Source: an optimization exercise on an open RTL-to-GDS flow (aim: small area, a short achievable clock period and few clock cycles per item). Production flows keep margins and buffers that such runs may drop.
At most, simulation tests tie the RTL to the original design; equivalence was not proved.

// ysyx_23060203_MDU
module ysyx_23060203_MDU (
  input clock, reset,
  input flush,
  output in_ready,
  input in_valid,
  input [2:0] in_op,  
  input [31:0] in_a, in_b,
  input out_ready,
  output out_valid,
  output [31:0] out_data
);
==> module ysyx_23060203_MDU, before the edit <==
module ysyx_23060203_MDU (
  input clock, reset,
  input flush,
  output in_ready,
  input in_valid,
  input [2:0] in_op,  
  input [31:0] in_a, in_b,
  input out_ready,
  output out_valid,
  output [31:0] out_data
);
  localparam S_IDLE = 3'd0, S_PREP = 3'd1, S_TRIP = 3'd2, S_RUN = 3'd3,
             S_DONE = 3'd4;
  reg [2:0] st;
  reg [2:0] op;
  reg [5:0] cnt;
  reg neg;
  reg o_hi, o_lo, o_q, o_r;  
  reg [3:1] dig;  
  reg [33:0] H, T;
  reg [31:0] L, A;
  wire fire = in_valid & in_ready;
  assign in_ready = (st == S_IDLE) | ((st == S_DONE) & out_ready);
  assign out_valid = st == S_DONE;
  wire is_div = op[2];
  wire in_div = in_op[2];
  wire a_signed = in_div ? ~in_op[0] : (in_op[1:0] != 2'd3);
  wire b_signed = in_div ? ~in_op[0] : ~in_op[1];
  wire sa = a_signed & in_a[31];
  wire sb = b_signed & in_b[31];
  wire [31:0] ua = sa ? -in_a : in_a;
  wire [31:0] ub = sb ? -in_b : in_b;
  wire [5:0] za_in, zb_in;
  ysyx_23060203_LZC lza (.x(ua), .z(za_in));
  ysyx_23060203_LZC lzb (.x(ub), .z(zb_in));
  wire bz_in = in_b == 32'd0;
  wire [6:0] k_in = {1'b0, zb_in} - {1'b0, za_in};
  wire neg_in = in_div ? (in_op[1] ? sa : (sa ^ sb) & ~bz_in) : (sa ^ sb);
  wire [5:0] za = H[5:0];
  wire [5:0] zb = H[11:6];
  wire [6:0] k = H[18:12];  
  wire kneg = k[6];
  wire swap = kneg;  
  wire [31:0] mcand = swap ? A : L;
  wire [31:0] mplier = swap ? L : A;
  wire [5:0] zm = swap ? za : zb;
  wire bz = zb[5];
  wire [4:0] sh_amt = is_div ? k[4:0] : {zm[4:1], 1'b0};
  wire [31:0] sh_in = is_div ? A : mplier;
  wire [31:0] sh_out = sh_in << sh_amt;
  wire [5:0] steps = is_div ? ((bz | kneg) ? 6'd0 : {1'b0, k[4:0]} + 6'd1)
                            : (zm[5] ? 6'd0 : 6'd15 - {2'b0, zm[4:1]});
  wire [33:0] m = ({34{dig[1]}} & {2'b00, A}) | ({34{dig[2]}} & {1'b0, A, 1'b0})
                 | ({34{dig[3]}} & T);
  wire [34:0] sum = {3'b000, L} + {1'b0, m} + {34'd0, is_div};
  wire [2:0] cy = sum[34:32];
  wire ge = sum[32];
  wire [33:0] tri_a = {sum[33:32] + {1'b0, A[31]}, sum[31:0]};
  reg [33:0] x0;
  always @* begin
    case (H[33:32])
      2'd0: x0 = 34'd0;
      2'd1: x0 = {2'b00, A};
      2'd2: x0 = {1'b0, A, 1'b0};
      default: x0 = tri_a;
    endcase
  end
  wire [29:0] hinc = H[31:2] + 30'd1;
  reg hc;
  always @* begin
    case (cy[1:0])
      2'd0: hc = 1'b0;
      2'd1: hc = H[1] & H[0];
      2'd2: hc = H[1];
      default: hc = H[1] | H[0];
    endcase
  end
  wire [1:0] hlo = H[1:0] + cy[1:0];
  wire [29:0] hhi = hc ? hinc : H[31:2];
  wire [31:0] plo = {H[1:0], L[31:2]};
  wire [31:0] x = ({32{o_hi}} & H[33:2]) | ({32{o_lo}} & plo)
                | ({32{o_q}} & H[31:0]) | ({32{o_r}} & L);
  wire xc = ~o_hi | (plo == 32'd0);
  wire [31:0] nx = xc ? -x : ~x;  
  always @(posedge clock) begin
    if (reset) begin
      st <= S_IDLE;
    end else if (fire) begin
      st <= S_PREP;
    end else if (flush) begin
      st <= S_IDLE;
    end else begin
      case (st)
        S_PREP: st <= is_div ? ((steps != 6'd0) ? S_RUN : S_DONE)
                             : S_TRIP;
        S_TRIP: st <= (cnt != 6'd0) ? S_RUN : S_DONE;
        S_RUN: if (cnt == 6'd1) st <= S_DONE;
        S_DONE: if (out_ready) st <= S_IDLE;
        default: st <= S_IDLE;
      endcase
    end
  end
  always @(posedge clock) begin
    if (fire) begin
      op <= in_op;
      neg <= neg_in;
      L <= ua;
      A <= ub;
      H[18:0] <= {k_in, zb_in, za_in};
      o_hi <= ~in_op[2] & (in_op[1:0] != 2'd0);
      o_lo <= ~in_op[2] & (in_op[1:0] == 2'd0);
      o_q <= in_op[2] & ~in_op[1];
      o_r <= in_op[2] & in_op[1];
    end else if (st == S_PREP) begin
      cnt <= steps;
      if (is_div) begin
        A <= ~sh_out;
        H <= {34{bz}};
      end else begin
        L <= {mcand[30:0], 1'b0};
        A <= mcand;
        H <= {sh_out, 2'b00};
      end
    end else if (st == S_TRIP) begin
      T <= tri_a;
      H <= {H[31:2], x0[33:30]};
      L <= {x0[29:0], 2'b00};
    end else if (st == S_RUN) begin
      cnt <= cnt - 6'd1;
      if (is_div) begin
        if (ge) L <= sum[31:0];
        A <= {1'b1, A[31:1]};
        H <= {H[32:0], ge};
      end else begin
        L <= {sum[29:0], 2'b00};
        H <= {hhi, hlo, sum[31:30]};
      end
    end
  end
  wire [1:0] dn = (is_div | (st == S_PREP)) ? 2'b01 : H[31:30];
  always @(posedge clock) begin
    dig <= {dn == 2'd3, dn == 2'd2, dn == 2'd1};
  end
  assign out_data = neg ? nx : x;
endmodule
clock: 7.0 ns
lec_check: 0
abc_area: 1
cap_margin: 20
core_margin: 2
core_utilization: 40
setup_slack_margin: 2.0
slew_margin: 20
run.sh (not shown) runs the stock make flow with config.mk's settings and CLKGATE_MAP_FILE= SYNTH_SCRIPT=/design/flow/synth_recipe.tcl, a recipe that flattens the netlist after the stock synthesis.
Testbench counts at the start, summed over its fixed seeds: cycles 26,601, ops 3,200.
Rerun with:
--- a/flow/design.v
+++ b/flow/design.v
@@ -66,13 +66,12 @@
   wire [5:0] za_in, zb_in;
   ysyx_23060203_LZC lza (.x(ua), .z(za_in));
   ysyx_23060203_LZC lzb (.x(ub), .z(zb_in));
   wire bz_in = in_b == 32'd0;
-  wire [6:0] k_in = {1'b0, zb_in} - {1'b0, za_in};
   wire neg_in = in_div ? (in_op[1] ? sa : (sa ^ sb) & ~bz_in) : (sa ^ sb);
   wire [5:0] za = H[5:0];
   wire [5:0] zb = H[11:6];
-  wire [6:0] k = H[18:12];  
+  wire [6:0] k = {1'b0, zb} - {1'b0, za};
   wire kneg = k[6];
   wire swap = kneg;  
   wire [31:0] mcand = swap ? A : L;
   wire [31:0] mplier = swap ? L : A;
@@ -138,9 +137,9 @@
       op <= in_op;
       neg <= neg_in;
       L <= ua;
       A <= ub;
-      H[18:0] <= {k_in, zb_in, za_in};
+      H[11:0] <= {zb_in, za_in};
       o_hi <= ~in_op[2] & (in_op[1:0] != 2'd0);
       o_lo <= ~in_op[2] & (in_op[1:0] == 2'd0);
       o_q <= in_op[2] & ~in_op[1];
       o_r <= in_op[2] & in_op[1];
Outcome: The changed run ran to the end with no violations. Global-route usage increases by 0.53 points. Routed wire length increases by 3.3%. Synthesized area increases by 1.6%. Synthesized cell count increases by 0.73%. Count of clock-buffer cells in the layout stays the same. Final area increases by about 0.6%. Setup slack gets better by 12 ps. Flip-flop and latch count is unchanged.
Testbench counts after the change, summed over its fixed seeds: cycles 26,601, ops 3,200.

P:
ysyx_23060203_MDU, a different RTL version from the one above (not shown whole).
Size in the first run: about 3,500 cells after synthesis, ~150 flip-flops, about 110 I/O pins, roughly 21,000 um^2 of cells after synthesis.
==> module ysyx_23060203_MDU, before the edit <==
module ysyx_23060203_MDU (
  input clock, reset,
  input flush,
  output in_ready,
  input in_valid,
  input [2:0] in_op,  
  input [31:0] in_a, in_b,
  input out_ready,
  output out_valid,
  output [31:0] out_data
);
  localparam S_IDLE = 3'd0, S_PREP = 3'd1, S_TRIP = 3'd2, S_RUN = 3'd3,
             S_FIX = 3'd4, S_DONE = 3'd5;
  reg [2:0] st;
  reg [2:0] op;
  reg [5:0] cnt;
  reg neg;
  reg o_hi, o_lo, o_q, o_r;  
  reg [3:1] dig;  
  reg [33:0] H, T;
  reg [31:0] L, A;
  wire fire = in_valid & in_ready;
  assign in_ready = (st == S_IDLE) | ((st == S_DONE) & out_ready);
  assign out_valid = st == S_DONE;
  wire is_div = op[2];
  wire in_div = in_op[2];
  wire a_signed = in_div ? ~in_op[0] : (in_op[1:0] != 2'd3);
  wire b_signed = in_div ? ~in_op[0] : ~in_op[1];
  wire sa = a_signed & in_a[31];
  wire sb = b_signed & in_b[31];
  wire [31:0] ua = sa ? -in_a : in_a;
  wire [31:0] ub = sb ? -in_b : in_b;
  wire [5:0] za_in, zb_in;
  ysyx_23060203_LZC lza (.x(ua), .z(za_in));
  ysyx_23060203_LZC lzb (.x(ub), .z(zb_in));
  wire bz_in = in_b == 32'd0;
  wire neg_in = in_div ? (in_op[1] ? sa : (sa ^ sb) & ~bz_in) : (sa ^ sb);
  wire [5:0] za = H[5:0];
  wire [5:0] zb = H[11:6];
  wire [6:0] k = {1'b0, zb} - {1'b0, za};
  wire kneg = k[6];
  wire swap = kneg;  
  wire [31:0] mcand = swap ? A : L;
  wire [31:0] mplier = swap ? L : A;
  wire [5:0] zm = swap ? za : zb;
  wire bz = zb[5];
  wire [4:0] sh_amt = is_div ? k[4:0] : {zm[4:1], 1'b0};
  wire [31:0] sh_in = is_div ? A : mplier;
  wire [31:0] sh_out = sh_in << sh_amt;
  wire [5:0] steps = is_div ? ((bz | kneg) ? 6'd0 : {1'b0, k[4:0]} + 6'd1)
                            : (zm[5] ? 6'd0 : 6'd15 - {2'b0, zm[4:1]});
  wire [33:0] m = ({34{dig[1]}} & {2'b00, A}) | ({34{dig[2]}} & {1'b0, A, 1'b0})
                 | ({34{dig[3]}} & T);
  wire [34:0] sum = {3'b000, L} + {1'b0, m} + {34'd0, is_div};
  wire [2:0] cy = sum[34:32];
  wire ge = sum[32];
  wire [33:0] tri_a = {sum[33:32] + {1'b0, A[31]}, sum[31:0]};
  reg [33:0] x0;
  always @* begin
    case (H[33:32])
      2'd0: x0 = 34'd0;
      2'd1: x0 = {2'b00, A};
      2'd2: x0 = {1'b0, A, 1'b0};
      default: x0 = tri_a;
    endcase
  end
  wire [29:0] hinc = H[31:2] + 30'd1;
  reg hc;
  always @* begin
    case (cy[1:0])
      2'd0: hc = 1'b0;
      2'd1: hc = H[1] & H[0];
      2'd2: hc = H[1];
      default: hc = H[1] | H[0];
    endcase
  end
  wire [1:0] hlo = H[1:0] + cy[1:0];
  wire [29:0] hhi = hc ? hinc : H[31:2];
  wire [31:0] plo = {H[1:0], L[31:2]};
  wire [31:0] x = ({32{o_hi}} & H[33:2]) | ({32{o_lo}} & plo)
                | ({32{o_q}} & H[31:0]) | ({32{o_r}} & L);
  wire xc = ~o_hi | (plo == 32'd0);
  wire [31:0] nx = xc ? -x : ~x;  
  always @(posedge clock) begin
    if (reset) begin
      st <= S_IDLE;
    end else if (fire) begin
      st <= S_PREP;
    end else if (flush) begin
      st <= S_IDLE;
    end else begin
      case (st)
        S_PREP: st <= is_div ? ((steps != 6'd0) ? S_RUN : (neg ? S_FIX : S_DONE))
                             : S_TRIP;
        S_TRIP: st <= (cnt != 6'd0) ? S_RUN : (neg ? S_FIX : S_DONE);
        S_RUN: if (cnt == 6'd1) st <= neg ? S_FIX : S_DONE;
        S_FIX: st <= S_DONE;
        S_DONE: if (out_ready) st <= S_IDLE;
        default: st <= S_IDLE;
      endcase
    end
  end
  always @(posedge clock) begin
    if (fire) begin
      op <= in_op;
      neg <= neg_in;
      L <= ua;
      A <= ub;
      H[11:0] <= {zb_in, za_in};
      o_hi <= ~in_op[2] & (in_op[1:0] != 2'd0);
      o_lo <= ~in_op[2] & (in_op[1:0] == 2'd0);
      o_q <= in_op[2] & ~in_op[1];
      o_r <= in_op[2] & in_op[1];
    end else if (st == S_PREP) begin
      cnt <= steps;
      if (is_div) begin
        A <= ~sh_out;
        H <= {34{bz}};
      end else begin
        L <= {mcand[30:0], 1'b0};
        A <= mcand;
        H <= {sh_out, 2'b00};
      end
    end else if (st == S_TRIP) begin
      T <= tri_a;
      H <= {H[31:2], x0[33:30]};
      L <= {x0[29:0], 2'b00};
    end else if (st == S_FIX) begin
      L <= nx;
    end else if (st == S_RUN) begin
      cnt <= cnt - 6'd1;
      if (is_div) begin
        if (ge) L <= sum[31:0];
        A <= {1'b1, A[31:1]};
        H <= {H[32:0], ge};
      end else begin
        L <= {sum[29:0], 2'b00};
        H <= {hhi, hlo, sum[31:30]};
      end
    end
  end
  wire [1:0] dn = (is_div | (st == S_PREP)) ? 2'b01 : H[31:30];
  always @(posedge clock) begin
    dig <= {dn == 2'd3, dn == 2'd2, dn == 2'd1};
  end
  assign out_data = (neg | o_r) ? L : x;
endmodule
make LEC_CHECK=0 ABC_AREA=1 CAP_MARGIN=20 CORE_MARGIN=2 CORE_UTILIZATION=40 SETUP_SLACK_MARGIN=2.5 SLEW_MARGIN=20 finish   # period 7.0 ns
--- input diff P..Q ---
-- flow/design.v --
<<< P, line 44
);
  localparam S_IDLE = 3'd0, S_PREP = 3'd1, S_TRIP = 3'd2, S_RUN = 3'd3,
             S_FIX = 3'd4, S_DONE = 3'd5;
  reg [2:0] st;
  reg [2:0] op;
>>> Q, line 44
);
  localparam S_IDLE = 3'd0, S_PREP = 3'd1, S_TRIP = 3'd2, S_RUN = 3'd3,
             S_DONE = 3'd4;
  reg [2:0] st;
  reg [2:0] op;
<<< P, line 124
    end else begin
      case (st)
        S_PREP: st <= is_div ? ((steps != 6'd0) ? S_RUN : (neg ? S_FIX : S_DONE))
                             : S_TRIP;
        S_TRIP: st <= (cnt != 6'd0) ? S_RUN : (neg ? S_FIX : S_DONE);
        S_RUN: if (cnt == 6'd1) st <= neg ? S_FIX : S_DONE;
        S_FIX: st <= S_DONE;
        S_DONE: if (out_ready) st <= S_IDLE;
        default: st <= S_IDLE;
>>> Q, line 124
    end else begin
      case (st)
        S_PREP: st <= is_div ? ((steps != 6'd0) ? S_RUN : S_DONE)
                             : S_TRIP;
        S_TRIP: st <= (cnt != 6'd0) ? S_RUN : S_DONE;
        S_RUN: if (cnt == 6'd1) st <= S_DONE;
        S_DONE: if (out_ready) st <= S_IDLE;
        default: st <= S_IDLE;
<<< P, line 159
      H <= {H[31:2], x0[33:30]};
      L <= {x0[29:0], 2'b00};
    end else if (st == S_FIX) begin
      L <= nx;
    end else if (st == S_RUN) begin
      cnt <= cnt - 6'd1;
>>> Q, line 158
      H <= {H[31:2], x0[33:30]};
      L <= {x0[29:0], 2'b00};
    end else if (st == S_RUN) begin
      cnt <= cnt - 6'd1;
<<< P, line 177
    dig <= {dn == 2'd3, dn == 2'd2, dn == 2'd1};
  end
  assign out_data = (neg | o_r) ? L : x;
endmodule
>>> Q, line 174
    dig <= {dn == 2'd3, dn == 2'd2, dn == 2'd1};
  end
  assign out_data = neg ? nx : x;
endmodule
## What came out
Q ends up with higher fraction of the mapped netlist area in compound gates than P does. Changes observed in Q relative to P: arrival time reported for the critical path endpoint fell by 1450 ps; register-to-register slack stayed essentially flat; share of synthesized cell area in full adder, half adder and majority cells stayed essentially flat. The cell count number comes out higher for P vs Q. Q: first-pass GRT wire length lower than P. Q reports its critical-path cell with the highest stage delay as clkdlybuf4s50_1 while P reports o21ai_0.
Testbench counts of Q, summed over its fixed seeds: cycles 26,601, ops 3,200.
For P, only the layout was checked, not whether the RTL still works.

[static timing again, ports no longer ideal]
The results above use ideal ports. As a check the final layouts listed here were re-extracted and re-timed, cells and wires unchanged.
Step 1: set_driving_cell puts a clkbuf_16 on clock and a buf_2 on each other input, an assumption about the parent block.
Step 2 also shifts input and output timing later by t, the mid clock arrival at the registers, as if the neighbouring blocks saw the same clock.
a / b / c = no drivers / after step 1 / after step 2; a / b = the first two.
run	shift t [ns]	slack for setup (ns)	hold slack, ns
the first run of note 1	0.562	2.064 / 2.006 / 1.568	0.501 / 0.501 / 0.501
the second run of note 1	0.533	2.077 / 2.015 / 2.141	0.637 / 0.637 / 0.637
P	0.583	2.456 / 2.396 / 2.292	0.679 / 0.679 / 0.679
Q	0.544	2.255 / 2.187 / 2.095	0.637 / 0.637 / 0.637
After both steps setup and hold are still met in every run listed. For the first run of note 1, which loses most, drivers alone change the setup slack by -0.058 ns; drivers and shift together by -0.496 ns.
